This design comes from an exercise in tuning for small area on the open sky130 flow, not from production work. RTL that was checked went through simulation tests only; none was proved equivalent to the original. The RTL of runs 4 to 7 was laid out without a check of its function. Power and IR drop assume default switching activity.

<file path="flow/config.mk">
export PLATFORM = sky130hd
export DESIGN_NAME = network_sys
export DESIGN_NICKNAME = network_sys
export VERILOG_FILES = /design/flow/design.v
export SDC_FILE = /design/flow/constraint.sdc
export NUM_CORES = 4
export LEC_CHECK = 0
export ABC_AREA = 1
export CAP_MARGIN = 20
export CORE_MARGIN = 2
export CORE_UTILIZATION = 60
export CTS_BUF_LIST = sky130_fd_sc_hd__clkbuf_2 sky130_fd_sc_hd__clkbuf_4 sky130_fd_sc_hd__clkbuf_8
export PLACE_DENSITY = 0.7
export SLEW_MARGIN = 20
</file>
<file path="flow/constraint.sdc">
create_clock -name core_clock -period 10.0 [get_ports {clk}]
set_input_delay 2.0000 -clock core_clock [delete_from_list [all_inputs] [get_ports {clk}]]
set_output_delay 2.0000 -clock core_clock [all_outputs]
set_load 0.01 [all_outputs]
</file>
<file path="flow/design.v">
module scanner (address, data_out, start_scan, data_in, ready_second_buffer, start_second_buffer,
				ready_to_transfer, transfer, flush_signal, state, wr_en, read_inc, clk, rst);
	output reg [2:0] state;
	output wire [7:0] data_out;
	output reg [3:0] address;
	output wire ready_second_buffer, start_second_buffer, ready_to_transfer;
	input [7:0] data_in;
	input start_scan, transfer, flush_signal, clk, rst;
	input wr_en, read_inc;
	parameter lowPower = 3'b000, active = 3'b001, standby = 3'b010, idle = 3'b011, flush = 3'b100, transtage = 3'b101;
	reg [2:0] next;
	reg [1:0] level;
	assign ready_to_transfer = level[1] | level[0];
	assign ready_second_buffer = level[1];
	assign start_second_buffer = level[1] & level[0];
	reg [3:0] read_address;
	reg mem_rst, read_inc_delayed, read_inc_edge;
	reg wr_en_delayed, wr_en_edge;
	reg [7:0] m [0:9];
	wire go_to_standby = ready_second_buffer;
	wire rd_end = read_address[3] & read_address[1];
	wire [7:0] wdata = data_in & {8{mem_rst}};
	wire wr = wr_en_edge & wr_en;
	assign data_out = read_address[3] ? (read_address[1] ? 8'd0 : read_address[0] ? m[9] : m[8])
	                                  : m[read_address[2:0]];
	always @(posedge clk) begin
		if (~mem_rst) begin
			wr_en_delayed <= 1'b0;
			wr_en_edge <= 1'b0;
			address <= 4'd0;
		end else begin
			wr_en_delayed <= wr_en;
			wr_en_edge <= wr_en ^ wr_en_delayed;
			if (wr_en_edge & ~wr_en)
				address <= address + 1'd1;
		end
	end
	genvar g;
	generate for (g = 0; g < 10; g = g + 1) begin : mem
		always @(posedge clk)
			if (~mem_rst | (wr & (address == g)))
				m[g] <= wdata;
	end endgenerate
	always @(posedge clk) begin
		if (~rst) begin
			state <= lowPower;
			mem_rst <= 1'b0;
		end else begin
			state <= next;
			mem_rst <= state[1] | state[0];
		end
	end
	always @(posedge clk) begin
		read_inc_delayed <= read_inc;
		read_inc_edge <= read_inc ^ read_inc_delayed;
	end
	wire st_low = ~state[2] & ~state[1] & ~state[0];
	wire st_active = ~state[2] & ~state[1] & state[0];
	wire st_standby = state[1] & ~state[0];
	wire st_idle = state[1] & state[0];
	wire st_flush = state[2] & ~state[1] & ~state[0];
	wire st_trans = state[2] & ~state[1] & state[0];
	always @(posedge clk) begin
		if (~rst) begin
			level <= 2'd0;
			read_address <= 4'b0;
			next <= lowPower;
		end else begin
			if (st_low) begin
				level <= 2'd0;
				read_address <= 4'b0;
				if (start_scan && transfer == 1'b0)
					next <= active;
				else if (go_to_standby)
					next <= standby;
				else
					next <= lowPower;
			end
			if (st_active) begin
				if (transfer)
					next <= transtage;
				else if (address == 4'd10)
					next <= idle;
				else
					next <= active;
				if (address >= 4'd8)
					level <= 2'd3;
				else if (address >= 4'd7 && level != 2'd3)
					level <= 2'd2;
			end
			if (st_standby) begin
				if (start_scan && transfer == 1'b0)
					next <= active;
				else
					next <= standby;
			end
			if (st_idle) begin
				level <= 2'd1;
				if (transfer)
					next <= transtage;
				else if (flush_signal)
					next <= flush;
				else
					next <= idle;
			end
			if (st_flush) begin
				if (address == 4'd0)
					next <= lowPower;
				else
					next <= flush;
			end
			if (st_trans) begin
				if (rd_end)
					next <= lowPower;
				else begin
					next <= transtage;
					if (read_inc_edge && read_inc)
						read_address <= read_address + 1'b1;
				end
			end
		end
	end
endmodule
module top (data_out1, data_out2, state, state2, ready_to_transfer, ready_to_transfer2,
			data_in1, data_in2, start_scan, transfer_input, wr_en1, read_inc1, wr_en2, read_inc2, clk, rst);
	output [2:0] state, state2;
	output ready_to_transfer, ready_to_transfer2;
	output wire [7:0] data_out1, data_out2;
	input [7:0] data_in1, data_in2;
	input start_scan, transfer_input, wr_en1, read_inc1, wr_en2, read_inc2, clk, rst;
	wire start_second_buffer, ready_second_buffer;
	wire start_first_buffer, ready_first_buffer;
	wire [3:0] address1, address2;
	reg flush_signal, flush_signal2, transfer, transfer2;
	scanner scan (address1, data_out1, start_scan | start_first_buffer, data_in1, ready_second_buffer, start_second_buffer, ready_to_transfer, transfer, flush_signal, state, wr_en1, read_inc1, clk, rst);
	scanner scan2 (address2, data_out2, start_second_buffer, data_in2, ready_first_buffer, start_first_buffer, ready_to_transfer2, transfer2, flush_signal2, state2, wr_en2, read_inc2, clk, rst);
	always @(posedge clk) begin
		if (~rst) begin
			transfer <= 1'b0;
			transfer2 <= 1'b0;
			flush_signal <= 1'b0;
			flush_signal2 <= 1'b0;
		end else begin
			if (ready_to_transfer && transfer_input) transfer <= 1'b1;
			else if (address1 == 4'b0) transfer <= 1'b0;
			if (ready_to_transfer2 && transfer_input) transfer2 <= 1'b1;
			else if (address2 == 4'b0) transfer2 <= 1'b0;
			flush_signal <= (address2 >= 4'd4) && (address1 >= 4'd9);
			flush_signal2 <= (address1 >= 4'd4) && (address2 >= 4'd9);
		end
	end
endmodule
module serial_out(bit_out, char_sent, trans_en, load, data_in, tick, shift_t, clk, rst);
	output reg bit_out;
	output wire char_sent;
	input trans_en, load, tick, shift_t, clk, rst;
	input [7:0] data_in;
	reg [3:0] BSC;
	reg [3:0] BIC;
	reg [9:0] bitShift;
	wire parity = ^data_in;
	wire sr_shift = shift_t & (BSC == 4'b1111);
	assign char_sent = BIC[3] & BIC[2];
	always @(posedge clk) begin
		if (~rst) begin
			BSC <= 4'b0;
			BIC <= 4'd0;
		end else if (tick) begin
			if (~trans_en) begin
				BSC <= 4'b0;
				BIC <= 4'd0;
			end else begin
				BSC <= BSC + 1'b1;
				if (BIC >= 4'd11)
					BIC <= 4'd12;
				else if (BSC == 4'b1111)
					BIC <= BIC + 4'd1;
			end
		end
	end
	always @(posedge clk) begin
		if (~rst) begin
			bitShift <= 10'h3ff;
			bit_out <= 1'b1;
		end else begin
			if (load)
				bitShift <= {parity, data_in, 1'b0};
			else if (sr_shift)
				bitShift <= {1'b1, bitShift[9:1]};
			if (sr_shift)
				bit_out <= bitShift[0];
		end
	end
endmodule
module serial_in(data_out, char_received, ser_data_in, tick, shift_t, clk, rst);
	output [7:0] data_out;
	output wire char_received;
	input ser_data_in, tick, shift_t, clk, rst;
	reg en;
	reg [3:0] BSC;
	reg [3:0] BIC;
	reg [10:1] bitShift;
	wire sr_shift = shift_t & (BSC == 4'b0111);
	assign char_received = BIC[3] & BIC[2];
	assign data_out = bitShift[8:1];
	always @(posedge clk) begin
		if (~rst)
			en <= 1'b0;
		else if (char_received)
			en <= 1'b0;
		else if (~ser_data_in)
			en <= 1'b1;
	end
	always @(posedge clk) begin
		if (~rst) begin
			BSC <= 4'b0;
			BIC <= 4'd0;
		end else if (tick) begin
			if (~en) begin
				BSC <= 4'b0;
				BIC <= 4'd0;
			end else begin
				BSC <= BSC + 1'b1;
				if (BIC >= 4'd11)
					BIC <= 4'd12;
				else if (BSC == 4'b1111)
					BIC <= BIC + 4'd1;
			end
		end
	end
	always @(posedge clk) begin
		if (~rst)
			bitShift <= 10'h3ff;
		else if (sr_shift)
			bitShift <= {ser_data_in, bitShift[10:2]};
	end
endmodule
module network_sys(ready_to_transfer_in_0, ready_to_transfer_in_1, cpu_data_in_0, cpu_data_in_1, char_received, char_sent, net_data_in,
		ser_data_out, state, state2, hex0, hex1, hex2, hex3,
		ser_data_in, scanner_rst, start_scanning, start_transfer, cpu_data_out_0, cpu_data_out_1, wr_en1, wr_en2, read_inc1, read_inc2,
		trans_en, load, net_data_out, clk, rst);
	output wire [2:0] state, state2;
	output ready_to_transfer_in_0, ready_to_transfer_in_1;
	output ser_data_out;
	output wire [7:0] cpu_data_in_0, cpu_data_in_1;
	output wire char_received, char_sent;
	output wire [7:0] net_data_in;
	output wire [6:0] hex0, hex1, hex2, hex3;
	input clk, rst, ser_data_in;
	input scanner_rst, start_scanning, start_transfer;
	input [7:0] cpu_data_out_0, cpu_data_out_1;
	input wr_en1, wr_en2, read_inc1, read_inc2;
	input trans_en, load;
	input [7:0] net_data_out;
	wire scan_rst = rst & scanner_rst;
	top top(
		.data_out1(cpu_data_in_0), .data_out2(cpu_data_in_1),
		.state(state), .state2(state2),
		.ready_to_transfer(ready_to_transfer_in_0), .ready_to_transfer2(ready_to_transfer_in_1),
		.data_in1(cpu_data_out_0), .data_in2(cpu_data_out_1),
		.start_scan(start_scanning), .transfer_input(start_transfer),
		.wr_en1(wr_en1), .read_inc1(read_inc1), .wr_en2(wr_en2), .read_inc2(read_inc2),
		.clk(clk), .rst(scan_rst));
	reg [7:0] tBase;
	always @(posedge clk)
		if (~rst) tBase <= 8'd0;
		else tBase <= tBase + 1'b1;
	wire tick = (tBase == 8'd127);
	wire shift_t = (tBase == 8'd129);
	serial_out ser_out (ser_data_out, char_sent, trans_en, load, net_data_out, tick, shift_t, clk, rst);
	serial_in ser_in (net_data_in, char_received, ser_data_in, tick, shift_t, clk, rst);
	function [3:0] digit;
		input [7:0] n;
		reg [2:0] r;
		begin
			r = n[7:1] % 7'd5;
			digit = {(r == 3'd2) | (r == 3'd3), (r == 3'd1) | (r == 3'd2),
				(r == 3'd1) | (r == 3'd2) | (r == 3'd4), n[0]};
		end
	endfunction
	function [6:0] seg;
		input [3:0] c;
		begin
			seg[0] = (~c[3] & ~c[1] & c[0]) | (c[3] & c[2] & ~c[0]);
			seg[1] = (c[3] & ~c[2] & ~c[0]) | (c[3] & c[2] & c[0]);
			seg[2] = (~c[3] & c[2] & ~c[0]);
			seg[3] = (c[3] & c[2] & ~c[0]) | (~c[2] & c[0]);
			seg[4] = (c[3] & c[2]) | c[0];
			seg[5] = (~c[3] & c[2]) | (~c[1] & c[0]);
			seg[6] = ~((c[3] & ~c[0]) | c[1]);
		end
	endfunction
	reg [3:0] d0, d1, d2, d3;
	always @(posedge clk) begin
		d0 <= digit(cpu_data_in_0);
		d1 <= digit(cpu_data_out_0);
		d2 <= digit(cpu_data_in_1);
		d3 <= digit(cpu_data_out_1);
	end
	assign hex0 = seg(d0);
	assign hex1 = seg(d1);
	assign hex2 = seg(d2);
	assign hex3 = seg(d3);
endmodule
</file>
<file path="flow/flow/run.sh">
#!/bin/bash
# Own layout flow: the standard flow, except
#  - synthesis maps the logic with flow/abc.script and without ORFS's adder cells
#    (registers come out exactly as in the standard synthesis);
#  - the port buffers are the smallest buffer, sky130_fd_sc_hd__buf_1.
# Each tool's output goes to its own log in this folder.
set -euo pipefail
export OWN_WORK=$(pwd)
export OWN_ABC_SCRIPT=$OWN_WORK/flow/abc.script
sed -e "s#SYNTH_SCRIPT=[^ ]*#SYNTH_SCRIPT=$OWN_WORK/flow/synth.tcl ADDER_MAP_FILE=#" standard.sh > own_synth.sh
bash own_synth.sh synth > synth.log 2>&1
export BUFFER_PORTS_ARGS="-buffer_cell sky130_fd_sc_hd__buf_1"
export CTS_ARGS="-sink_clustering_enable -repair_clock_nets -dont_use_dummy_load -buf_list {sky130_fd_sc_hd__clkbuf_4} -sink_clustering_size 10 -sink_clustering_max_diameter 60"
bash standard.sh > layout.log 2>&1
</file>
<file path="flow/flow/abc.script">
&get -n
&deepsyn -T 120
&put
dch -f
amap -F 3 -A 10
</file>
<file path="flow/flow/synth.tcl">
# Standard synthesis (synth_recipe.tcl), with the final ABC technology mapping
# run through our own area script (deepsyn) instead of ORFS's.
proc abc {args} {
  set i [lsearch -exact $args -script]
  if { $i >= 0 } {
    lset args [expr {$i + 1}] $::env(OWN_ABC_SCRIPT)
  }
  puts "own abc: $args"
  yosys abc {*}$args
}
source $::env(OWN_WORK)/synth_recipe.tcl
</file>
<file path="flow/standard.sh">
#!/bin/bash
# synth_recipe.tcl (not shown) runs the flow's synth.tcl, then flattens the netlist and writes it again
# the make line also repeats each setting of config.mk as NAME=value (left out here)
make -C /OpenROAD-flow-scripts/flow DESIGN_CONFIG=/design/flow/config.mk WORK_HOME=/design/flow/orfs CLKGATE_MAP_FILE= SYNTH_SCRIPT=/design/flow/synth_recipe.tcl "${@:-finish}"
</file>
==> results of run 1 <==
critical path, stage by stage, from the launching register on:
cell      delay [ns]
dfxtp_1         0.39
clkinv_1        0.15
or2_0           0.61
nor2_1          0.23
nor3_1          0.08
a221oi_1        0.30
o21ai_0         0.28
buf_1           0.19
flip-flops by register name, summed over array words and instances (netlist names), 4 cells and up:
register and count:
ser_in.BSC 4, ser_out.BIC 4, ser_in.bitShift 10, top.scan2.address 4, ser_out.bitShift 10, d1 4, top.scan.m 80, top.scan2.m 80
ser_out.BSC 4, d2 4, top.scan.read_address 4, top.scan2.read_address 4, ser_in.BIC 4, d0 4, d3 4, top.scan.address 4
tBase 8
layout make-up:
cell class              instances  area [um2]
diodes                          1        2.50
clock buffers                  30         225
fillers                      1372        5770
inverters                     108         405
multi-input cells             593        3240
flip-flops and latches        268        6970
well taps                     225         282
repair buffers                104         413
synth_stat cells, types with 4 or more instances:
master    count
a211oi_1      9
a21oi_1      41
a221oi_1     18
a222oi_1      6
a31oi_1      10
and3_1        7
buf_4         8
clkinv_1    108
dfxtp_1     108
edfxtp_1    160
nand2_1      47
nand3_1      13
nor2_1      152
nor2b_1      14
nor3_1       47
nor4_1        5
o21a_1       15
o21ai_0      77
o221ai_1     11
o22a_1       11
o22ai_1      53
o31ai_1      14
o32ai_1       4
or2_0        11
or3_1         4
power groups by stage:
stage / sequential [W] / combinational (W) / clock, W
finish: 0.00118 / 0.0000769 / 0.000454
detailed placement: 0.00120 / 0.0000765 / 0
CTS: 0.00118 / 0.0000768 / 0.000469
global placement: 0.00120 / 0.0000752 / 0
floorplan: 0.00120 / 0.0000525 / 0
global route: 0.00118 / 0.0000883 / 0.000504
routing by layer:
metal	part of all wire, %	track usage (%)
met4	1.4	6.36
met3	7.4	4.23
met2	46	38.1
met1	45	35.3
met5	0	0
worst max path at each step:
stage / from / end / slack (ns) / cells past startpoint
after global placement: top.scan.read_address[0] / cpu_data_in_0[1] / 5.83 / 7
after CTS: top.scan.read_address[0] / cpu_data_in_0[1] / 5.10 / 7
after detailed placement: top.scan.read_address[0] / cpu_data_in_0[1] / 5.84 / 7
after floorplan: cpu_data_out_0[3] / d1[1] / 6.44 / 11
after global routing: top.scan.read_address[0] / cpu_data_in_0[2] / 4.88 / 7
final: top.scan.read_address[0] / cpu_data_in_0[2] / 5.12 / 7
layout by cell type, fill, tap and decap left out, types with 9 or more instances in the layout:
master and instances:
clkinv_1 108, a21oi_1 40, nor2_1 152, edfxtp_1 160, nand3_1 13, o22a_1 11, nor2b_1 14, buf_1 98
dfxtp_1 108, a221oi_1 18, nor3_1 46, o21ai_0 72, o21a_1 15, o22ai_1 53, o31ai_1 12, a31oi_1 10
or2_0 11, o221ai_1 11, a211oi_1 9, clkbuf_4 30, nand2_1 47
stage by stage:
step	worst slack [ns]	hold WS [ns]	utilization (%)	cell area [um2]
floorplan	6.44	0.411	-	10600
global placement	5.83	0.413	65.2	11300
detailed placement	5.84	0.421	65.3	11300
CTS	5.10	0.443	66.6	11500
global route	4.88	0.460	66.7	11500
finish	5.12	0.436	66.7	11500
logic make-up after synthesis:
family | share of synthesized area (%)
simple gates | 12.8
compound gates | 17.3
flops | 65.4
buf+inv | 4.37
xor+xnor | 0.165
==> results.toml, run 1 <==
[status]
status = "no timing/DRC/antenna violations"

[power_and_ir_drop]
p_int_w = 0.00134
p_comb_share_pct = 4.5
p_sw_share_pct = 21.9
p_total_w = 0.00171
seqPwrFrac_pct = 69.0
clock_power_share_pct = 26.5
p_switching_w = 0.000374
cellPowerDensity_mw_per_mm2 = 148
ir_drop_mv = 0.115
power.leakage_nw = 4.19

[global_routing]
grt_overflow = 0
grt_first_pass_wirelength_mm = 35.7
antenna_found_initial = 1
grt_max_degree = 18
track_usage_pct = 24.2
grt_pass1_vias = 7188

[timing]
rsz0062_at_grt = "no"
slew_violations = 0
finalHoldViolations = 0
finClkSkew_ns = 0.0261
tightest_slew_ns = 1.07
fmax_mhz = 205
fin_setup_tns_ns = 0
period_needed_ns = 4.88
setup_viol = 0
post-route-period-util_pct = 48.8
slew_headroom_pct = 28.9

[routing]
ant_nets = 0
viasPerCell = 5.92
wire_per_inst_um = 17.1
dr.pass1.iters = 5
num_vias = 7864
drt-initial-drc-count = 713
wl_mm = 22.8
route.detailed.drc = 0

[yosys]
synth_cells = 977
yosysSeqAreaShare_pct = 65.4
synth.avg_cell_area_um2 = 10.9
yosys.area.top_type = "edfxtp_1"
synthArstFlopShare_pct = 0
synth_cell_types = 42
synth_top_cell_area_share_pct = 45.1
synth_edf_count = 160
synth_nets = 1013
synth.area.top_cells = "edfxtp_1, dfxtp_1, nor2_1"
ys_ff_latch = 268
ys_warn_count = 6
dominantRegCellSynth = "edfxtp_1"
synth_area_mm2 = 0.0106

[critical_path]
cp-start-kind = "flop"
cp_max_fo = 16
cp.arrival_ns = 2.88
r2r_slack_ns = 6.06
reg2reg_depth = 16
crit_required_ns = 8.00
timing.rr.start = "top.scan.read_address[0]"
timing.rr.end = "d0[2]"
critPathKind = "flop to output pin"
cp-end-kind = "output pin"

[worst_hold_path]
hold_depth = 1
hp-class = "flop to flop"
whs_endpoint = "top.scan.state[0]"
hp-start = "top.scan.next[0]"

[clock_tree]
hold_buffers = 0
cts_tree = "built"
cts_buffer_depth = 3
h-tree-depth = 1
post_cts_buffers = 0
numCtsBuffers = 30
cts_sinks = 268
ctsResizeCount = 0
insertion_delay_ns = 0.66
path_clk_slew_ns = 0.11
cts_root_buffer = "clkbuf_4"

[flow_run]
cap_viol_max_count = 0

[floorplan]
rows = 48
die_x_um = 137
die_area_mm2 = 0.0188
core_region_area_mm2 = 0.0173
io_pins = 99
die_h_um = 137
initial_core_util_pct = 61.6

[finish]
final_nets = 1141
area_growth_pct = 8.27
fin_cells = 1329
drive_gt1_share_pct = 3.63

[placed_design]
place_inst = 1298
numPortBuffers = 98
post-dp-hpwl_mm = 15.6
routabilityCongestion = 0.835
==> inputs of run 2 (changes only) <==
==> flow/flow/synth.tcl (replaced) <==
# Standard synthesis (synth_recipe.tcl), with the final ABC technology mapping
# run through our own area script (deepsyn) instead of ORFS's. The weakest
# (_0) versions of cells whose _1 version has the same area are left out of
# the mapping, so high-fanout nets are not driven by them.
proc abc {args} {
  set i [lsearch -exact $args -script]
  if { $i >= 0 } {
    lset args [expr {$i + 1}] $::env(OWN_ABC_SCRIPT)
  }
  foreach c {a21boi_0 and2_0 o21ai_0 o311ai_0 or2_0} {
    lappend args -dont_use sky130_fd_sc_hd__$c
  }
  puts "own abc: $args"
  yosys abc {*}$args
}
source $::env(OWN_WORK)/synth_recipe.tcl
==> run 2 against run 1 <==
  * Still clean
  * Largest power group unchanged
  * Clock skew grew 0.016 ns
  * Power shrank 0.18%
  * Combinational power grew 1%
  * Count of clock-buffer cells in the layout is the same
  * Largest cell class unchanged
  * Register-to-register slack gained 0.18 ns
  * Via count is essentially flat
  * Flip-flop and latch count is the same
  * Global-route usage shrank 0.46 points
  * Critical path depth is the same
==> results.toml, run 2 <==
[yosys]
synth.area.top_cells = "edfxtp_1, dfxtp_1, nor2_1"
synthArstFlopShare_pct = 0
synth_top_cell_area_share_pct = 45.1
yosys.area.top_type = "edfxtp_1"
yosysSeqAreaShare_pct = 65.4
synth_common_cells = "edfxtp_1, nor2_1, clkinv_1, dfxtp_1, o21ai_1"
yosysMostFrequentCell = "edfxtp_1"
dominantRegCellSynth = "edfxtp_1"
synth_cells = 977
synth_area_mm2 = 0.0106
ys_ff_latch = 268
synth.avg_cell_area_um2 = 10.9
synth_edf_count = 160
synth_cell_types = 42
synth_nets = 1013
ys_warn_count = 6

[worst_hold_path]
hp-class = "flop to flop"

[global_routing]
grt_first_pass_wirelength_mm = 34.7
grt_pass1_vias = 7057
grt_max_degree = 18
grt_overflow = 0
track_usage_pct = 23.8
antenna_found_initial = 2

[routing]
dr.pass1.iters = 5
wire_per_inst_um = 16.8
wl_mm = 22.3
viasPerCell = 5.93
route.detailed.drc = 0
num_vias = 7857
drt-initial-drc-count = 613
ant_nets = 0

[finish]
final_cell_mix = "edfxtp_1, nor2_1, clkinv_1, dfxtp_1, buf_1"
register_area_mm2 = 0.00697
reg.largest.list = "top.scan.m (80), top.scan2.m (80)"
n_fill_cell = 1373
multiInputGateArea_mm2 = 0.00325
drive_gt1_share_pct = 3.64
stdcell_area_mm2 = 0.0115
final_nets = 1138
final_common_cell = "edfxtp_1"
fin_util_pct = 66.6
area_growth_pct = 8.19

[critical_path]
crit_required_ns = 8.00
reg2reg_depth = 17
critPathLaunch = "top.scan2.read_address[1]"
cp-end-kind = "output pin"
cp_max_fo = 16
timing.rr.start = "top.scan2.read_address[1]"
timing.rr.end = "d2[2]"
critPathKind = "flop to output pin"
cp.arrival_ns = 2.78
r2r_slack_ns = 6.24
cp-endpoint = "cpu_data_in_1[4]"
cp-start-kind = "flop"

[power_and_ir_drop]
seqPwrFrac_pct = 69.1
cellPowerDensity_mw_per_mm2 = 148
ir_drop_mv = 0.0918
p_switching_w = 0.000371
power.leakage_nw = 4.19
clock_power_share_pct = 26.4
p_total_w = 0.00171
p_int_w = 0.00134
p_comb_share_pct = 4.6
p_sw_share_pct = 21.7

[timing]
post-route-period-util_pct = 47.8
rsz0062_at_grt = "no"
slew_violations = 0
period_needed_ns = 4.78
setup_viol = 0
finalHoldViolations = 0
finClkSkew_ns = 0.0421
tightest_slew_ns = 1.01
fmax_mhz = 209
fin_setup_tns_ns = 0
slew_headroom_pct = 31.9

[floorplan]
io_pins = 99
die_area_mm2 = 0.0188
rows = 48
die_x_um = 137
core_region_area_mm2 = 0.0173
die_h_um = 137
initial_core_util_pct = 61.6

[clock_tree]
post_cts_buffers = 0
path_clk_slew_ns = 0.10
ctsResizeCount = 0
numCtsBuffers = 30
h-tree-depth = 1
cts_sinks = 268
hold_buffers = 0
cts_root_buffer = "clkbuf_4"
insertion_delay_ns = 0.67
cts_buffer_depth = 3
cts_tree = "built"

[flow_run]
cap_viol_max_count = 0

[placed_design]
post-dp-hpwl_mm = 15.5
numPortBuffers = 98
place_area_mm2 = 0.0113
routabilityCongestion = 0.841

[status]
status = "no timing/DRC/antenna violations"
run 2: cell count changes after synthesis:
cell,delta
o21ai_0,-77
a21boi_1,+1
and2_0,-2
or2_1,+11
and2_1,+2
a21boi_0,-1
or2_0,-11
o21ai_1,+77
run 2: worst max-delay path, stage by stage, from the launching register on:
cell and delay [ns]:
dfxtp_1 0.43, clkinv_1 0.19, nand2_1 0.58, o22ai_1 0.16, nor3_1 0.31, a221oi_1 0.13
o31ai_1 0.15, buf_1 0.19
run 2: kinds of logic (layout without fill, tap and decap cells):
kind of cell	count (synthesis)	in the layout	synth area share (%)
XOR/XNOR	2	2	0.165
AO/OA/AOI/OAI	283	283	17.3
buffers and inverters	116	239	4.37
flip-flops	268	268	65.4
other	0	1	0
AND/OR/NAND/NOR	308	308	12.8
run 2: metal layers:
layer | part of all wire (%) | routed length, um | global-route usage, % | vias up
li1 | - | - | - | 3891
met4 | 2.0 | 439 | 6.41 | 2
met1 | 46 | 10200 | 34.2 | 3651
met5 | 0.049 | 11 | 0 | -
met3 | 7.9 | 1750 | 4.93 | 38
met2 | 44 | 9840 | 37.1 | 275
run 2: worst min path at each step:
stage | to | from | depth (start not counted) | slack, ns
finish | top.scan.read_inc_edge | top.scan.read_inc_delayed | 1 | 0.43
global route | top.scan.wr_en_edge | top.scan.wr_en_delayed | 1 | 0.46
detailed placement | top.scan.state[1] | top.scan.next[1] | 1 | 0.42
floorplan | top.scan.read_inc_edge | top.scan.read_inc_delayed | 1 | 0.41
CTS | top.scan.read_inc_edge | top.scan.read_inc_delayed | 1 | 0.44
global placement | top.scan.read_inc_edge | top.scan.read_inc_delayed | 1 | 0.42
run 2: power by group through the flow:
stage               Clock [W]  Sequential, W  Combinational, W
floorplan                   0        0.00120         0.0000538
global placement            0        0.00120         0.0000767
detailed placement          0        0.00120         0.0000780
CTS                  0.000464        0.00118         0.0000783
global route         0.000503        0.00118         0.0000885
finish               0.000450        0.00118         0.0000779
run 2: through the flow:
stage	hold slack (ns)	setup WS, ns	instances
6_report	0.434	5.22	1326
3_3_place_gp	0.415	5.84	1294
5_1_grt	0.459	4.98	1326
2_1_floorplan	0.411	6.43	977
4_1_cts	0.438	5.12	1324
3_5_place_dp	0.423	5.80	1294
run 2: cell type report:
cell class	instances	share of cell area (%)
clock buffer	30	1.95
antenna	1	0.0217
multi-input combinational	593	28.2
timing repair buffer	101	3.39
inverter	108	3.52
sequential	268	60.5
tap	225	2.44
==> inputs of run 3 (changes only) <==
--- a/flow/flow/run.sh
+++ b/flow/flow/run.sh
@@ -10,5 +10,5 @@
 sed -e "s#SYNTH_SCRIPT=[^ ]*#SYNTH_SCRIPT=$OWN_WORK/flow/synth.tcl ADDER_MAP_FILE=#" standard.sh > own_synth.sh
 bash own_synth.sh synth > synth.log 2>&1
 export BUFFER_PORTS_ARGS="-buffer_cell sky130_fd_sc_hd__buf_1"
-export CTS_ARGS="-sink_clustering_enable -repair_clock_nets -dont_use_dummy_load -buf_list {sky130_fd_sc_hd__clkbuf_4} -sink_clustering_size 10 -sink_clustering_max_diameter 60"
+export CTS_ARGS="-sink_clustering_enable -repair_clock_nets -dont_use_dummy_load -buf_list {sky130_fd_sc_hd__clkbuf_4 sky130_fd_sc_hd__clkbuf_8} -sink_clustering_size 12 -sink_clustering_max_diameter 50"
 bash standard.sh > layout.log 2>&1
==> flow/flow/abc.script (replaced) <==
&get -n
&deepsyn -T 120
&put
dch
amap
==> flow/flow/synth.tcl (replaced) <==
# Standard synthesis (synth_recipe.tcl), with the final ABC technology mapping
# run through our own area script (deepsyn) instead of ORFS's.
proc abc {args} {
  set i [lsearch -exact $args -script]
  if { $i >= 0 } {
    lset args [expr {$i + 1}] $::env(OWN_ABC_SCRIPT)
  }
  puts "own abc: $args"
  yosys abc {*}$args
}
source $::env(OWN_WORK)/synth_recipe.tcl
==> run 3 against run 2 <==
  * Critical path depth down 1
  * Wire length up 3.1%
  * Worst setup slack worse by 0.20 ns
  * Power up 8.4%
  * Combinational power down 2%
  * Hold slack worse by 0.0012 ns
  * Die area up 0.46%
  * Largest power group unchanged
  * Highest routed layer is now met4
  * Fmax down 4.0%
  * Count of clock-buffer cells in the layout down 1
  * Synthesized area up 0.47%
  * Final area up 2.0%
  * Clock skew down 0.018 ns
  * Still clean on timing, DRC and antenna
==> results.toml, run 3 <==
[status]
status = "no timing/DRC/antenna violations"

[timing]
slew_headroom_pct = 28.2
period_needed_ns = 4.98
rsz0062_at_grt = "no"
slew_violations = 0
finClkSkew_ns = 0.0240
tightest_slew_ns = 1.08
post-route-period-util_pct = 49.8
setup_ws_ns = 5.02
finalHoldViolations = 0
setup_viol = 0
fin_setup_tns_ns = 0
fmax_mhz = 201

[critical_path]
critPathLaunch = "top.scan.read_address[0]"
cp_max_fo = 16
critPathKind = "flop to output pin"
cp-end-kind = "output pin"
cp-start-kind = "flop"
timing.rr.start = "top.scan2.read_address[1]"
crit_required_ns = 8.00
r2r_slack_ns = 6.13
cp.arrival_ns = 2.98

[yosys]
synth.avg_cell_area_um2 = 10.7
ys_ff_latch = 268
synth_cell_types = 46
dominantRegCellSynth = "edfxtp_1"
synth_cells = 1002
yosysSeqAreaShare_pct = 65.1
ys_warn_count = 6
synth_edf_count = 160
yosysMostFrequentCell = "nor2_1"
yosys.area.top_type = "edfxtp_1"
synthArstFlopShare_pct = 0
synth_area_mm2 = 0.0107
synth_top_cell_area_share_pct = 44.9
synth.area.top_cells = "edfxtp_1, dfxtp_1, nor2_1"
synth_common_cells = "nor2_1, edfxtp_1, dfxtp_1"
synth_nets = 1038

[clock_tree]
cts_sinks = 268
h-tree-depth = 1
hold_buffers = 0
cts_buffer_depth = 3
cts_root_buffer = "clkbuf_8"
ctsResizeCount = 0
cts_tree = "built"
insertion_delay_ns = 0.55
path_clk_slew_ns = 0.08
numCtsBuffers = 29
post_cts_buffers = 0

[placed_design]
post-dp-hpwl_mm = 16.1
post-place-ws_ns = 5.64
routabilityCongestion = 0.843
numPortBuffers = 98
place_area_mm2 = 0.0114
place_inst = 1324

[finish]
final_cell_mix = "nor2_1, edfxtp_1, dfxtp_1, buf_1, clkinv_1"
stdcell_area_mm2 = 0.0118
final_common_cell = "nor2_1"
reg.largest.list = "top.scan.m (80), top.scan2.m (80)"
num_antenna_cells = 0
final_nets = 1166
area_growth_pct = 9.82
fin_cells = 1353
drive_gt1_share_pct = 3.37

[power_and_ir_drop]
cellPowerDensity_mw_per_mm2 = 158
seqPwrFrac_pct = 63.8
power.leakage_nw = 4.31
ir_drop_mv = 0.0963
clock_power_share_pct = 32.0
p_switching_w = 0.000394
p_comb_share_pct = 4.1
p_int_w = 0.00146
p_sw_share_pct = 21.3

[floorplan]
die_x_um = 138
rows = 48
io_pins = 99
die_h_um = 138
core_region_area_mm2 = 0.0174
die_area_mm2 = 0.0189
initial_core_util_pct = 61.6

[routing]
drt-initial-drc-count = 600
ant_nets = 0
viasPerCell = 5.81
route.detailed.drc = 0
dr.pass1.iters = 5
wl_mm = 22.9
wire_per_inst_um = 17.0
num_vias = 7863

[global_routing]
antenna_found_initial = 0
track_usage_pct = 24.5
grt_first_pass_wirelength_mm = 36.1
grt_pass1_vias = 7227
grt_overflow = 0
grt_max_degree = 18

[worst_hold_path]
hp-start = "top.scan2.next[0]"
hp-class = "flop to flop"

[flow_run]
cap_viol_max_count = 0
## run 3: cell types whose count changed after synthesis, moves of 7 or more
cell	before	now
a21oi_1	41	33
a221oi_1	18	6
clkinv_1	108	96
nand2_1	47	54
nor2_1	152	204
nor2b_1	14	24
nor3_1	47	58
o21ai_0	0	62
o21ai_1	77	0
o22ai_1	53	42
o31ai_1	14	5
or2_0	0	11
or2_1	11	0
## run 3: logic make-up after synthesis
kind of cell,share of synthesized area [%]
buffers and inverters,3.93
and+or+nand+nor,15.8
xor gates and xnor gates,0.0819
DFF,65.1
AOI/OAI and AO/OA,15.1
## run 3: worst paths after layout
kind	endpoint	cells after the start
max	cpu_data_in_0[6]	6
min	top.scan2.state[0]	1
max reg2reg	d2[2]	16
min reg2reg	top.scan2.state[0]	1
## run 3: power groups by stage
stage | Clock, W | Combinational (W) | Sequential (W)
2_1_floorplan | 0 | 0.0000523 | 0.00120
3_3_place_gp | 0 | 0.0000749 | 0.00121
3_5_place_dp | 0 | 0.0000767 | 0.00121
4_1_cts | 0.000604 | 0.0000770 | 0.00118
5_1_grt | 0.000645 | 0.0000878 | 0.00118
6_report | 0.000593 | 0.0000766 | 0.00118
## run 3: through the flow
step                      power, W  hold slack (ns)  utilization [%]
after detailed placement   0.00128            0.420             65.4
after global routing       0.00192            0.454             67.7
after floorplan            0.00126            0.411                -
after global placement     0.00128            0.416             65.3
final                      0.00185            0.433             67.7
after CTS                  0.00186            0.435             67.7
## run 3: final cells by class
type,count,area (um2)
clock buffers,29,399
fillers,1349,5610
inverters,96,360
multi-input cells,630,3320
flip-flops and latches,268,6970
well taps,225,282
repair buffers,105,420
## run 3: per-layer routing
layer,vias to the layer above,wire length (um),GRT usage [%]
li1,3888,-,-
met1,3687,10700,36.8
met2,260,10300,37.7
met3,28,1660,3.61
met4,0,320,6.13
met5,-,0,0
## run 3: critical path, cell delays in order, from the launching register on
cell       delay, ns
dfxtp_1         0.41
nand2_1         0.39
o21ai_0         0.34
nor3_1          0.08
a2111oi_0       0.88
clkinv_1        0.17
buf_1           0.17
==> inputs of run 4 (changes only) <==
--- a/flow/design.v
+++ b/flow/design.v
@@ -3,26 +3,21 @@
 	output reg [2:0] state;
 	output wire [7:0] data_out;
 	output reg [3:0] address;
-	output wire ready_second_buffer, start_second_buffer, ready_to_transfer;
+	output reg ready_second_buffer, start_second_buffer, ready_to_transfer;
 	input [7:0] data_in;
 	input start_scan, transfer, flush_signal, clk, rst;
 	input wr_en, read_inc;
 	parameter lowPower = 3'b000, active = 3'b001, standby = 3'b010, idle = 3'b011, flush = 3'b100, transtage = 3'b101;
 	reg [2:0] next;
-	reg [1:0] level;
-	assign ready_to_transfer = level[1] | level[0];
-	assign ready_second_buffer = level[1];
-	assign start_second_buffer = level[1] & level[0];
 	reg [3:0] read_address;
 	reg mem_rst, read_inc_delayed, read_inc_edge;
 	reg wr_en_delayed, wr_en_edge;
 	reg [7:0] m [0:9];
 	wire go_to_standby = ready_second_buffer;
-	wire rd_end = read_address[3] & read_address[1];
+	wire rd_end = (read_address > 4'd9);
 	wire [7:0] wdata = data_in & {8{mem_rst}};
 	wire wr = wr_en_edge & wr_en;
-	assign data_out = read_address[3] ? (read_address[1] ? 8'd0 : read_address[0] ? m[9] : m[8])
-	                                  : m[read_address[2:0]];
+	assign data_out = rd_end ? 8'd0 : m[read_address];
 	always @(posedge clk) begin
 		if (~mem_rst) begin
 			wr_en_delayed <= 1'b0;
@@ -44,81 +39,85 @@
 	always @(posedge clk) begin
 		if (~rst) begin
 			state <= lowPower;
+			read_inc_delayed <= 1'b0;
+			read_inc_edge <= 1'b0;
 			mem_rst <= 1'b0;
 		end else begin
 			state <= next;
+			read_inc_delayed <= read_inc;
+			read_inc_edge <= read_inc ^ read_inc_delayed;
 			mem_rst <= state[1] | state[0];
 		end
 	end
 	always @(posedge clk) begin
-		read_inc_delayed <= read_inc;
-		read_inc_edge <= read_inc ^ read_inc_delayed;
-	end
-	wire st_low = ~state[2] & ~state[1] & ~state[0];
-	wire st_active = ~state[2] & ~state[1] & state[0];
-	wire st_standby = state[1] & ~state[0];
-	wire st_idle = state[1] & state[0];
-	wire st_flush = state[2] & ~state[1] & ~state[0];
-	wire st_trans = state[2] & ~state[1] & state[0];
-	always @(posedge clk) begin
 		if (~rst) begin
-			level <= 2'd0;
+			ready_to_transfer <= 1'b0;
+			ready_second_buffer <= 1'b0;
+			start_second_buffer <= 1'b0;
 			read_address <= 4'b0;
 			next <= lowPower;
-		end else begin
-			if (st_low) begin
-				level <= 2'd0;
-				read_address <= 4'b0;
-				if (start_scan && transfer == 1'b0)
-					next <= active;
-				else if (go_to_standby)
-					next <= standby;
-				else
-					next <= lowPower;
-			end
-			if (st_active) begin
-				if (transfer)
-					next <= transtage;
-				else if (address == 4'd10)
-					next <= idle;
-				else
-					next <= active;
-				if (address >= 4'd8)
-					level <= 2'd3;
-				else if (address >= 4'd7 && level != 2'd3)
-					level <= 2'd2;
-			end
-			if (st_standby) begin
-				if (start_scan && transfer == 1'b0)
-					next <= active;
-				else
-					next <= standby;
-			end
-			if (st_idle) begin
-				level <= 2'd1;
-				if (transfer)
-					next <= transtage;
-				else if (flush_signal)
-					next <= flush;
-				else
-					next <= idle;
-			end
-			if (st_flush) begin
-				if (address == 4'd0)
-					next <= lowPower;
-				else
-					next <= flush;
-			end
-			if (st_trans) begin
-				if (rd_end)
-					next <= lowPower;
-				else begin
-					next <= transtage;
-					if (read_inc_edge && read_inc)
-						read_address <= read_address + 1'b1;
-				end
-			end
-		end
+		end else
+		case (state)
+			lowPower: 	begin
+							ready_to_transfer <= 1'b0;
+							ready_second_buffer <= 1'b0;
+							start_second_buffer <= 1'b0;
+							read_address <= 4'b0;
+							if (start_scan && transfer == 1'b0)
+								next <= active;
+							else if (go_to_standby)
+								next <= standby;
+							else
+								next <= lowPower;
+						end
+			active:		begin
+							if (transfer)
+								next <= transtage;
+							else if (address == 4'd10)
+								next <= idle;
+							else
+								next <= active;
+							if (address >= 4'd7) begin
+								ready_to_transfer <= 1'b1;
+								ready_second_buffer <= 1'b1;
+							end
+							if (address >= 4'd8)
+								start_second_buffer <= 1'b1;
+						end
+			standby: 	begin
+							if (start_scan && transfer == 1'b0)
+								next <= active;
+							else
+								next <= standby;
+						end
+			idle: 		begin
+							ready_second_buffer <= 1'b0;
+							start_second_buffer <= 1'b0;
+							ready_to_transfer <= 1'b1;
+							if (transfer)
+								next <= transtage;
+							else if (flush_signal)
+								next <= flush;
+							else
+								next <= idle;
+						end
+			flush: 		begin
+							if (address == 4'd0)
+								next <= lowPower;
+							else
+								next <= flush;
+						end
+			transtage : begin
+							if (rd_end)
+								next <= lowPower;
+							else begin
+								next <= transtage;
+								if (read_inc_edge && read_inc)
+									read_address <= read_address + 1'b1;
+							end
+						end
+			default: ;
+		endcase
 	end
 endmodule
 module top (data_out1, data_out2, state, state2, ready_to_transfer, ready_to_transfer2,
--- a/flow/flow/run.sh
+++ b/flow/flow/run.sh
@@ -10,5 +10,4 @@
 sed -e "s#SYNTH_SCRIPT=[^ ]*#SYNTH_SCRIPT=$OWN_WORK/flow/synth.tcl ADDER_MAP_FILE=#" standard.sh > own_synth.sh
 bash own_synth.sh synth > synth.log 2>&1
 export BUFFER_PORTS_ARGS="-buffer_cell sky130_fd_sc_hd__buf_1"
-export CTS_ARGS="-sink_clustering_enable -repair_clock_nets -dont_use_dummy_load -buf_list {sky130_fd_sc_hd__clkbuf_4 sky130_fd_sc_hd__clkbuf_8} -sink_clustering_size 12 -sink_clustering_max_diameter 50"
 bash standard.sh > layout.log 2>&1
==> flow/flow/abc.script (replaced) <==
&get -n
&deepsyn -T 120
&put
dch
map -a
topo
stime -c
buffer -c
upsize -c
dnsize -c
==> run 4 against run 3 <==
  * Still clean on timing, DRC and antenna
  * Via count up 9.7%
  * Global-route usage is 1.7 points higher
  * Synthesized area up 5.4%
  * Register-to-register slack better by 0.81 ns
  * Count of clock-buffer cells in the layout rose by 28
  * Worst setup slack better by 0.56 ns
  * Non-clock buffer count increased by 1
  * Sequential share of layout area decreased by 4.2 points
  * Synthesized cell count is 14% higher
  * Wire length is 13% higher
  * Final area is 8.3% higher
  * First-iteration DRC count rose by 25%
  * Largest cell class unchanged
  * Largest power group unchanged
==> results.toml, run 4 <==
[global_routing]
grt_first_pass_wirelength_mm = 40.7
track_usage_pct = 26.2
grt_max_degree = 23
antenna_found_initial = 0
grt_overflow = 0
grt_pass1_vias = 7970

[yosys]
synth.area.top_cells = "edfxtp_1, dfxtp_1, nor2_1"
yosysSeqAreaShare_pct = 62.1
synth_edf_count = 160
synth.avg_cell_area_um2 = 9.87
synth_top_cell_area_share_pct = 42.6
synthArstFlopShare_pct = 0
dominantRegCellSynth = "edfxtp_1"
synth_nets = 1178
ys_warn_count = 6
synth_common_cells = "nor2_1, inv_1, edfxtp_1"
yosys.area.top_type = "edfxtp_1"
yosysMostFrequentCell = "nor2_1"
synth_cell_types = 58
synth_cells = 1142
ys_ff_latch = 270
synth_area_mm2 = 0.0113

[critical_path]
cp_max_fo = 9
critPathKind = "flop to output pin"
cp.arrival_ns = 2.43
cp-end-kind = "output pin"
cp-start-kind = "flop"
crit_required_ns = 8.00

[placed_design]
routabilityCongestion = 0.926
numPortBuffers = 98
post-dp-hpwl_mm = 18.2

[finish]
reg.largest.list = "top.scan.m (80), top.scan2.m (80)"
final_nets = 1310
drive_gt1_share_pct = 8.49
num_antenna_cells = 0
final_cell_mix = "nor2_1, inv_1, edfxtp_1, nand2_1, dfxtp_1"
n_fill_cell = 1489
area_growth_pct = 12.8
final_common_cell = "nor2_1"

[floorplan]
initial_core_util_pct = 60.7
die_area_mm2 = 0.0199
rows = 50
io_pins = 99
die_h_um = 141
core_region_area_mm2 = 0.0186
die_x_um = 141

[timing]
finClkSkew_ns = 0.0160
setup_viol = 0
finalHoldViolations = 0
post-route-period-util_pct = 44.3
fin_setup_tns_ns = 0
fin_hold_ws_ns = 0.418
period_needed_ns = 4.43
slew_headroom_pct = 31.6
fmax_mhz = 226
slew_violations = 0
tightest_slew_ns = 1.02
rsz0062_at_grt = "no"

[flow_run]
cap_viol_max_count = 0

[power_and_ir_drop]
seqPwrFrac_pct = 54.6
power.leakage_nw = 5.27
clock_power_share_pct = 41.7
cellPowerDensity_mw_per_mm2 = 171
p_int_w = 0.00170
p_switching_w = 0.000481
p_sw_share_pct = 22.1
p_comb_share_pct = 3.7
ir_drop_mv = 0.0985

[status]
status = "no timing/DRC/antenna violations"

[routing]
route.detailed.drc = 0
drt-initial-drc-count = 748
ant_nets = 0
wl_mm = 25.8
num_vias = 8628
viasPerCell = 5.60
dr.pass1.iters = 5
wire_per_inst_um = 16.7

[clock_tree]
cts_sinks = 270
ctsResizeCount = 0
path_clk_slew_ns = 0.06
numCtsBuffers = 42
cts_tree = "built"
insertion_delay_ns = 0.56
cts_root_buffer = "clkbuf_8"
h-tree-depth = 2
post_cts_buffers = 0
hold_buffers = 0
cts_buffer_depth = 3

[worst_hold_path]
hp-class = "flop to flop"
## run 4: cell families after synthesis
logic type / Yosys count / share of synthesized area (%)
xor gates and xnor gates: 9 / 0.699
DFF: 270 / 62.1
buffers and inverters: 198 / 6.86
and+or+nand+nor: 404 / 15.5
AOI/OAI and AO/OA: 261 / 14.9
## run 4: final timing paths
path / startpoint / endpoint / slack (ns) / cells past startpoint
worst max-delay path: top.scan2.read_address[1] / cpu_data_in_1[6] / 5.57 / 7
worst min-delay path: top.scan.next[0] / top.scan.state[0] / 0.42 / 2
worst max register to register: top.scan.read_address[0] / d0[1] / 6.94 / 17
worst min register to register: top.scan.next[0] / top.scan.state[0] / 0.42 / 2
## run 4: power groups by stage
stage / clock network (W) / logic, W / registers (W)
after floorplan: 0 / 0.0000571 / 0.00121
after global placement: 0 / 0.0000796 / 0.00121
after detailed placement: 0 / 0.0000806 / 0.00121
after CTS: 0.000919 / 0.0000808 / 0.00119
after global routing: 0.000968 / 0.0000929 / 0.00119
final: 0.000908 / 0.0000807 / 0.00119
## run 4: cell type report
type	count	area, um2	area share [%]
well taps	234	293	2.30
inverters	180	676	5.31
flip-flops and latches	270	7010	55.1
clock buffers	57	709	5.58
repair buffers	106	425	3.34
multi-input cells	674	3500	27.5
clock inverters	21	114	0.895
## run 4: critical path: stages (launching register included)
cell,delay [ns]
dfxtp_1,0.36
nor2_1,0.15
inv_2,0.10
nor2_2,0.36
inv_2,0.13
o2111a_1,0.32
o211ai_2,0.27
buf_1,0.18
## run 4: through the flow
step | worst slack [ns] | std cells | total power [W] | utilization [%] | instance area (um2)
6_report | 5.57 | 1542 | 0.00218 | 68.5 | 12700
5_1_grt | 5.40 | 1542 | 0.00225 | 68.5 | 12700
4_1_cts | 5.56 | 1541 | 0.00219 | 68.4 | 12700
3_5_place_dp | 6.07 | 1463 | 0.00129 | 64.0 | 11900
3_3_place_gp | 6.15 | 1463 | 0.00129 | 64.0 | 11900
2_1_floorplan | 6.57 | 1142 | 0.00127 | - | 11300
## run 4: metal layers
| metal | vias up | global-route usage, % | part of all wire, % |
|---|---|---|---|
| li1 | 4220 | - | - |
| met1 | 3990 | 37.0 | 44 |
| met2 | 371 | 39.9 | 45 |
| met3 | 47 | 7.20 | 9.3 |
| met4 | 0 | 8.00 | 2.0 |
| met5 | - | 0 | 0 |
==> inputs of run 5 (changes only) <==
--- a/flow/design.v
+++ b/flow/design.v
@@ -268,33 +268,32 @@
 	wire shift_t = (tBase == 8'd129);
 	serial_out ser_out (ser_data_out, char_sent, trans_en, load, net_data_out, tick, shift_t, clk, rst);
 	serial_in ser_in (net_data_in, char_received, ser_data_in, tick, shift_t, clk, rst);
-	function [3:0] digit;
+	function [3:0] ones;
 		input [7:0] n;
-		reg [2:0] r;
-		begin
-			r = n[7:1] % 7'd5;
-			digit = {(r == 3'd2) | (r == 3'd3), (r == 3'd1) | (r == 3'd2),
-				(r == 3'd1) | (r == 3'd2) | (r == 3'd4), n[0]};
-		end
+		ones = {n[7:1] % 7'd5, n[0]};
 	endfunction
 	function [6:0] seg;
-		input [3:0] c;
-		begin
-			seg[0] = (~c[3] & ~c[1] & c[0]) | (c[3] & c[2] & ~c[0]);
-			seg[1] = (c[3] & ~c[2] & ~c[0]) | (c[3] & c[2] & c[0]);
-			seg[2] = (~c[3] & c[2] & ~c[0]);
-			seg[3] = (c[3] & c[2] & ~c[0]) | (~c[2] & c[0]);
-			seg[4] = (c[3] & c[2]) | c[0];
-			seg[5] = (~c[3] & c[2]) | (~c[1] & c[0]);
-			seg[6] = ~((c[3] & ~c[0]) | c[1]);
-		end
+		input [3:0] d;
+		case (d)
+			4'd0: seg = 7'b1000000;
+			4'd1: seg = 7'b1111001;
+			4'd2: seg = 7'b0100100;
+			4'd3: seg = 7'b0110000;
+			4'd4: seg = 7'b0011001;
+			4'd5: seg = 7'b0010010;
+			4'd6: seg = 7'b0000010;
+			4'd7: seg = 7'b1111000;
+			4'd8: seg = 7'b0000000;
+			4'd9: seg = 7'b0011000;
+			default: seg = 7'b1111111;
+		endcase
 	endfunction
 	reg [3:0] d0, d1, d2, d3;
 	always @(posedge clk) begin
-		d0 <= digit(cpu_data_in_0);
-		d1 <= digit(cpu_data_out_0);
-		d2 <= digit(cpu_data_in_1);
-		d3 <= digit(cpu_data_out_1);
+		d0 <= ones(cpu_data_in_0);
+		d1 <= ones(cpu_data_out_0);
+		d2 <= ones(cpu_data_in_1);
+		d3 <= ones(cpu_data_out_1);
 	end
 	assign hex0 = seg(d0);
 	assign hex1 = seg(d1);
==> flow/flow/synth.tcl (replaced) <==
# Standard synthesis (synth_recipe.tcl), with the final ABC technology mapping
# run through our own area script (deepsyn) instead of ORFS's.
rename abc __orfs_abc
proc abc {args} {
  set i [lsearch -exact $args -script]
  if { $i >= 0 } {
    lset args [expr {$i + 1}] $::env(OWN_ABC_SCRIPT)
  }
  puts "own abc: $args"
  __orfs_abc {*}$args
}
source $::env(OWN_WORK)/synth_recipe.tcl
==> run 5 against run 4 <==
  * The flow now stops in synthesis
==> results.toml, run 5 <==
[status]
firstError = "ERROR: TCL interpreter returned an error: can't rename \"abc\": command doesn't exist"
stop_stage = "synthesis"
status = "stopped before the end"

[yosys]
ys_warn_count = 6
==> inputs of run 6 (changes only) <==
==> flow/flow/synth.tcl (replaced) <==
# Standard synthesis (synth_recipe.tcl), with the final ABC technology mapping
# run through our own area script (deepsyn) instead of ORFS's.
proc abc {args} {
  set i [lsearch -exact $args -script]
  if { $i >= 0 } {
    lset args [expr {$i + 1}] $::env(OWN_ABC_SCRIPT)
  }
  puts "own abc: $args"
  yosys abc {*}$args
}
source $::env(OWN_WORK)/synth_recipe.tcl
==> run 6 against run 5 <==
  * The run now finishes clean
==> results.toml, run 6 <==
[status]
status = "no timing/DRC/antenna violations"

[clock_tree]
path_clk_slew_ns = 0.06
hold_buffers = 0
cts_root_buffer = "clkbuf_8"
post_cts_buffers = 0
ctsResizeCount = 0
cts_tree = "built"
insertion_delay_ns = 0.55
cts_buffer_depth = 3
h-tree-depth = 2
cts_sinks = 282
numCtsBuffers = 45

[floorplan]
initial_core_util_pct = 61.4
die_area_mm2 = 0.0204
core_region_area_mm2 = 0.0188
io_pins = 99
die_x_um = 143
rows = 50
die_h_um = 143

[global_routing]
grt_overflow = 0
grt_first_pass_wirelength_mm = 39.9
antenna_found_initial = 0
grt_max_degree = 24
track_usage_pct = 25.1
grt_pass1_vias = 7980

[timing]
setup_ws_ns = 5.31
rsz0062_at_grt = "no"
post-route-period-util_pct = 46.9
fin_setup_tns_ns = 0
fmax_mhz = 213
setup_viol = 0
slew_violations = 0
finalHoldViolations = 0
slew_headroom_pct = 27.8
tightest_slew_ns = 1.08
period_needed_ns = 4.69
finClkSkew_ns = 0.0267

[yosys]
synthArstFlopShare_pct = 0
synth_area_mm2 = 0.0116
dominantRegCellSynth = "edfxtp_1"
synth_nets = 1180
yosysSeqAreaShare_pct = 62.6
synth.avg_cell_area_um2 = 10.1
synth_common_cells = "nor2_1, edfxtp_1, inv_1"
synth_cell_types = 53
synth_top_cell_area_share_pct = 41.5
ys_warn_count = 6
synth.area.top_cells = "edfxtp_1, dfxtp_1, nor2_1"
synth_cells = 1144
yosysMostFrequentCell = "nor2_1"
ys_ff_latch = 282
synth_edf_count = 160
yosys.area.top_type = "edfxtp_1"

[finish]
num_antenna_cells = 0
final_nets = 1308
reg.largest.list = "top.scan.m (80), top.scan2.m (80)"
drive_gt1_share_pct = 10.7
final_common_cell = "nor2_1"
final_cell_mix = "nor2_1, edfxtp_1, inv_1, dfxtp_1, nand2_1"
fin_util_pct = 69.4
area_growth_pct = 13.0

[routing]
dr.pass1.iters = 5
viasPerCell = 5.49
route.detailed.drc = 0
drt-initial-drc-count = 578
ant_nets = 0
num_vias = 8587
wire_per_inst_um = 16.1
wl_mm = 25.2

[worst_hold_path]
hold_depth = 2
whs_endpoint = "top.scan.state[0]"
hp-start = "top.scan.next[0]"
hp-class = "flop to flop"

[power_and_ir_drop]
power.leakage_nw = 5.27
ir_drop_mv = 0.129
cellPowerDensity_mw_per_mm2 = 174

[critical_path]
crit_required_ns = 8.00
cp-start-kind = "flop"
cp-end-kind = "output pin"
r2r_slack_ns = 6.38
crit_family = "flip-flops"
cp_cell_sequence = "inv_1 > nor2_1 > a21oi_1 > o22ai_1 > inv_1 > buf_1"
cp.arrival_ns = 2.69
cp_max_fo = 16
cpMostUsedCell = "inv_1"
critPathKind = "flop to output pin"
reg2reg_depth = 20
timing.rr.start = "top.scan.read_address[3]"
max_stage_delay_ns = 0.72
crit_slowest_cell = "dfxtp_1"
timing.rr.end = "hex0[3]"
cp_num_buf_inv = 3
critPathLaunch = "top.scan.read_address[3]"

[flow_run]
cap_viol_max_count = 0

[placed_design]
post-dp-hpwl_mm = 17.5
routabilityCongestion = 0.908
numPortBuffers = 98
post-place-ws_ns = 5.75
-- run 6: worst max-delay path by stage --
| stage | cells after the start | endpoint | slack [ns] |
|---|---|---|---|
| 3_5_place_dp | 20 | hex3[0] | 5.75 |
| 5_1_grt | 6 | cpu_data_in_0[1] | 5.02 |
| 6_report | 6 | cpu_data_in_0[1] | 5.31 |
| 2_1_floorplan | 19 | hex3[0] | 6.18 |
| 4_1_cts | 6 | cpu_data_in_0[1] | 5.29 |
| 3_3_place_gp | 20 | hex3[0] | 5.87 |
-- run 6: per-stage QoR --
| stage | hold WS, ns | cell area, um2 | cells | total power (W) |
|---|---|---|---|---|
| 2_1_floorplan | 0.403 | 11600 | 1144 | 0.00132 |
| 6_report | 0.419 | 13100 | 1564 | 0.00228 |
| 5_1_grt | 0.438 | 13100 | 1564 | 0.00236 |
| 4_1_cts | 0.422 | 13100 | 1564 | 0.00229 |
| 3_3_place_gp | 0.412 | 12200 | 1485 | 0.00134 |
| 3_5_place_dp | 0.412 | 12200 | 1485 | 0.00134 |
-- run 6: cell families (layout without fill, tap and decap cells) --
kind of cell / count (synthesis) / after routing / share of synthesized area, %
and+or+nand+nor: 426 / 426 / 16.6
DFF: 282 / 282 / 62.6
xor gates and xnor gates: 8 / 8 / 0.606
AOI/OAI and AO/OA: 245 / 245 / 13.8
buffers and inverters: 183 / 343 / 6.34
-- run 6: layer usage --
| metal | GRT usage, % | vias up | share of wire, % | wire length (um) |
|---|---|---|---|---|
| met3 | 6.07 | 38 | 8.1 | 2040 |
| met1 | 34.7 | 3998 | 44 | 11200 |
| met4 | 6.77 | 0 | 1.7 | 440 |
| met2 | 40.0 | 300 | 46 | 11600 |
| met5 | 0 | - | 0 | 0 |
| li1 | - | 4251 | - | - |
-- run 6: cell type report --
type	count	area (um2)
sequential	282	7250
fill	1475	5760
multi-input combinational	679	3600
clock buffer	67	835
inverter	159	599
timing repair buffer	105	420
tap	260	325
clock inverter	12	52.6
-- run 6: tightest hold or removal path, stage by stage (launching register included) --
cell,delay (ns)
dfxtp_1,0.31
inv_1,0.05
nor2_1,0.03
-- run 6: where the power goes --
group	switching, W	total [W]	leakage, nW	internal [W]
clock network	0.000428	0.000959	0.470	0.000531
logic	0.0000533	0.0000804	1.84	0.0000270
registers	0.00000633	0.00124	2.96	0.00123
==> inputs of run 7 (changes only) <==
==> flow/run.sh (new file) <==
#!/bin/bash
# synth_recipe.tcl (not shown) runs the flow's synth.tcl, then flattens the netlist and writes it again
# the make line also repeats each setting of config.mk as NAME=value (left out here)
make -C /OpenROAD-flow-scripts/flow DESIGN_CONFIG=/design/flow/config.mk WORK_HOME=/design/flow/orfs CLKGATE_MAP_FILE= SYNTH_SCRIPT=/design/flow/synth_recipe.tcl finish
==> flow/config.mk (replaced) <==
export PLATFORM = sky130hd
export DESIGN_NAME = network_sys
export DESIGN_NICKNAME = network_sys
export VERILOG_FILES = /design/flow/design.v
export SDC_FILE = /design/flow/constraint.sdc
export NUM_CORES = 4
export LEC_CHECK = 0
export CAP_MARGIN = 20
export CORE_MARGIN = 2
export CORE_UTILIZATION = 70
export PLACE_DENSITY = 0.8
export SLEW_MARGIN = 20
removed: flow/flow/run.sh
removed: flow/flow/abc.script
removed: flow/flow/synth.tcl
removed: flow/standard.sh
==> run 7 against run 6 <==
  * Still clean
  * Count of clock-buffer cells in the layout shrank 27
  * Largest cell class unchanged
  * Combinational power grew to 3.3 times the previous value
  * Synthesized cell count grew 28%
  * Highest routed layer unchanged
  * Wire length grew 33%
  * Hold slack gained 0.051 ns
==> results.toml, run 7 <==
[status]
status = "no timing/DRC/antenna violations"

[routing]
route.detailed.drc = 0
dr.pass1.iters = 8
ant_nets = 0
wl_mm = 33.5
wire_per_inst_um = 18.4
num_vias = 11535
viasPerCell = 6.34
drt-initial-drc-count = 893

[power_and_ir_drop]
seqPwrFrac_pct = 49.5
ir_drop_mv = 0.148
clock_power_share_pct = 40.2
power.leakage_nw = 6.53
p_sw_share_pct = 22.7
p_int_w = 0.00198
p_switching_w = 0.000581
p_comb_share_pct = 10.3
cellPowerDensity_mw_per_mm2 = 153

[finish]
reg.largest.list = "top.scan.m (80), top.scan2.m (80)"
fin_util_pct = 80.0
final_nets = 1615
n_fill_cell = 1344
area_growth_pct = 12.8
num_antenna_cells = 0
final_common_cell = "nand2_1"
drive_gt1_share_pct = 7.45
final_cell_mix = "nand2_1, edfxtp_1, dfxtp_1, nor2_1, clkdlybuf4s50_1"
fin_cells = 1819

[timing]
tightest_slew_ns = 1.03
post-route-period-util_pct = 71.0
fin_setup_tns_ns = 0
period_needed_ns = 7.10
slew_violations = 0
fmax_mhz = 141
rsz0062_at_grt = "no"
setup_viol = 0
slew_headroom_pct = 31.4
finalHoldViolations = 0
finClkSkew_ns = 0.00969

[yosys]
yosysSeqAreaShare_pct = 48.8
synth_mux_area_share_pct = 4.12
synth_cells = 1468
synth_xor_area_share_pct = 2.42
synthArstFlopShare_pct = 0
ys_ff_latch = 282
yosys.area.top_type = "edfxtp_1"
yosysMostFrequentCell = "nand2_1"
synth_nets = 1562
synth.avg_cell_area_um2 = 10.1
synth_edf_count = 160
synth_top_family_by_area = "compound AO/OA/AOI/OAI gates"
post_synth_and_or_nand_nor_area_fraction_pct = 17.1
synth_area_mm2 = 0.0149
synth.area.top_cells = "edfxtp_1, dfxtp_1, ha_1"
synth_top_cell_area_share_pct = 32.3
synth_cell_types = 103
synth-compound-area-share_pct = 18.6
synth_common_cells = "nand2_1, edfxtp_1, dfxtp_1"
synth_fa_ha_area_share_pct = 5.02
dominantRegCellSynth = "edfxtp_1"
ys_warn_count = 6

[clock_tree]
path_clk_slew_ns = 0.07
cts_root_buffer = "clkbuf_16"
insertion_delay_ns = 0.55
h-tree-depth = 1
hold_buffers = 0
cts_sinks = 282
numCtsBuffers = 29
ctsResizeCount = 0
cts_tree = "built"
post_cts_buffers = 0
cts_buffer_depth = 3

[critical_path]
reg2reg_depth = 29
r2r_slack_ns = 2.90
cp_max_fo = 14
cpMostUsedCell = "ha_1"
crit_slowest_cell = "or3_4"
cp-start-kind = "flop"
critPathKind = "flop to flop"
cp.arrival_ns = 7.57
critPathLaunch = "top.scan2.read_address[0]"
cp-end-kind = "flop"
timing.rr.start = "top.scan2.read_address[0]"
crit_required_ns = 10.47
max_stage_delay_ns = 0.46
timing.rr.end = "hex2[3]"

[global_routing]
track_usage_pct = 29.4
grt_overflow = 0
grt_pass1_vias = 10973
grt_first_pass_wirelength_mm = 53.6
grt_max_degree = 49
antenna_found_initial = 0

[placed_design]
routabilityCongestion = 0.880
numPortBuffers = 98
place_inst = 1765
post-dp-hpwl_mm = 22.8

[floorplan]
die_h_um = 150
initial_core_util_pct = 70.9
io_pins = 99
rows = 53
die_area_mm2 = 0.0224
die_x_um = 150
core_region_area_mm2 = 0.0210

[worst_hold_path]
whs_endpoint = "ser_in.bitShift[9]"
hold_depth = 2
hp-class = "flop to flop"
hp-start = "ser_in.bitShift[10]"

[flow_run]
cap_viol_max_count = 0
[run 7: cell count changes after synthesis, moves of 15 or more]
| cell | previous run | this run |
|---|---|---|
| a21oi_1 | 52 | 74 |
| clkbuf_1 | 11 | 49 |
| a22oi_1 | 58 | 28 |
| xnor2_1 | 2 | 30 |
| and2_1 | 0 | 42 |
| nand2_1 | 117 | 170 |
| nor2_1 | 180 | 100 |
| mux2_2 | 0 | 15 |
| nor2b_1 | 0 | 23 |
| mux2i_1 | 0 | 42 |
| ha_1 | 0 | 58 |
| inv_1 | 141 | 50 |
| nand2b_1 | 0 | 20 |
[run 7: routing by layer]
metal	wire length, um	GRT usage [%]
met1	13800	39.0
met2	16500	50.5
met3	2380	4.42
met4	813	8.40
met5	0	0
[run 7: metrics by stage]
| stage | area [um2] | hold slack [ns] | total power (W) | worst slack, ns |
|---|---|---|---|---|
| after floorplan | 14900 | 0.440 | 0.00144 | 3.93 |
| after global placement | 15800 | 0.451 | 0.00154 | 3.28 |
| after detailed placement | 15800 | 0.460 | 0.00155 | 3.03 |
| after CTS | 16800 | 0.472 | 0.00257 | 2.99 |
| after global routing | 16800 | 0.489 | 0.00264 | 2.39 |
| final | 16800 | 0.470 | 0.00256 | 2.90 |
[run 7: cell families after synthesis]
family,after synthesis
simple gates,512
compound gates,378
flops,282
buf+inv,136
fa+ha+maj,60
mux,59
xor+xnor,41
[run 7: how the worst max path moves through the flow]
stage,endpoint,slack [ns],depth (start not counted)
final,hex2[3],2.90,29
after floorplan,hex2[3],3.93,30
after global placement,hex2[3],3.28,29
after global routing,hex2[4],2.39,30
after CTS,hex2[3],2.99,29
after detailed placement,hex2[3],3.03,29
[run 7: layout make-up]
cell class	instances	area, um2	area share [%]
flip-flops and latches	282	7250	43.2
multi-input cells	1050	7030	41.9
repair buffers	102	1010	6.03
clock buffers	40	820	4.89
well taps	275	344	2.05
inverters	56	213	1.27
clock inverters	14	98.8	0.590
[run 7: power groups by stage]
stage | sequential (W) | combinational (W) | clock (W)
finish | 0.00126 | 0.000264 | 0.00103
global route | 0.00127 | 0.000290 | 0.00108
floorplan | 0.00130 | 0.000139 | 0
global placement | 0.00129 | 0.000253 | 0
detailed placement | 0.00129 | 0.000259 | 0
CTS | 0.00127 | 0.000264 | 0.00104
[run 7: worst max-delay path, delay by kind of cell (launching register included)]
kind,cells,cell delay (ns)
xor gates and xnor gates,1,0.46
DFF,1,0.37
AOI/OAI and AO/OA,10,2.45
buffers and inverters,3,0.27
adders and majority gates,5,1.44
and+or+nand+nor,10,2.03

separate check: timing with driven ports:
Ports are ideal in the flow. The routed layouts listed here were re-timed in OpenROAD.
Step 1: set_driving_cell puts a clkbuf_16 on clk and a buf_2 on each other input, an assumption about the parent block.
Step 2 moves the port delays by t, midway between the first and last clock arrival at a register: inputs arrive t later, outputs are due t later. That takes back most of the time a late clock gives input paths.
Three values: ideal ports, drivers, drivers and shift; two values: the first two.
run	t, ns	setup WS [ns]	worst setup path at the end	latest minus earliest clock arrival (ns)	pins driven straight from the clock port
run 1	0.689	5.119 / 5.081 / 5.769	register to output	0.026 / 0.027	1
run 2	0.691	5.218 / 5.178 / 5.869	register to output	0.044 / 0.044	1
run 3	0.579	5.018 / 4.977 / 5.556	register to output	0.027 / 0.027	1
run 4	0.589	5.575 / 5.535 / 6.124	register to output	0.018 / 0.018	1
run 6	0.576	5.312 / 5.276 / 5.690	input to register	0.029 / 0.028	1
run 7	0.589	2.901 / 2.901 / 2.901	register to register	0.013 / 0.013	1
After both steps setup and hold are still met in every run listed.
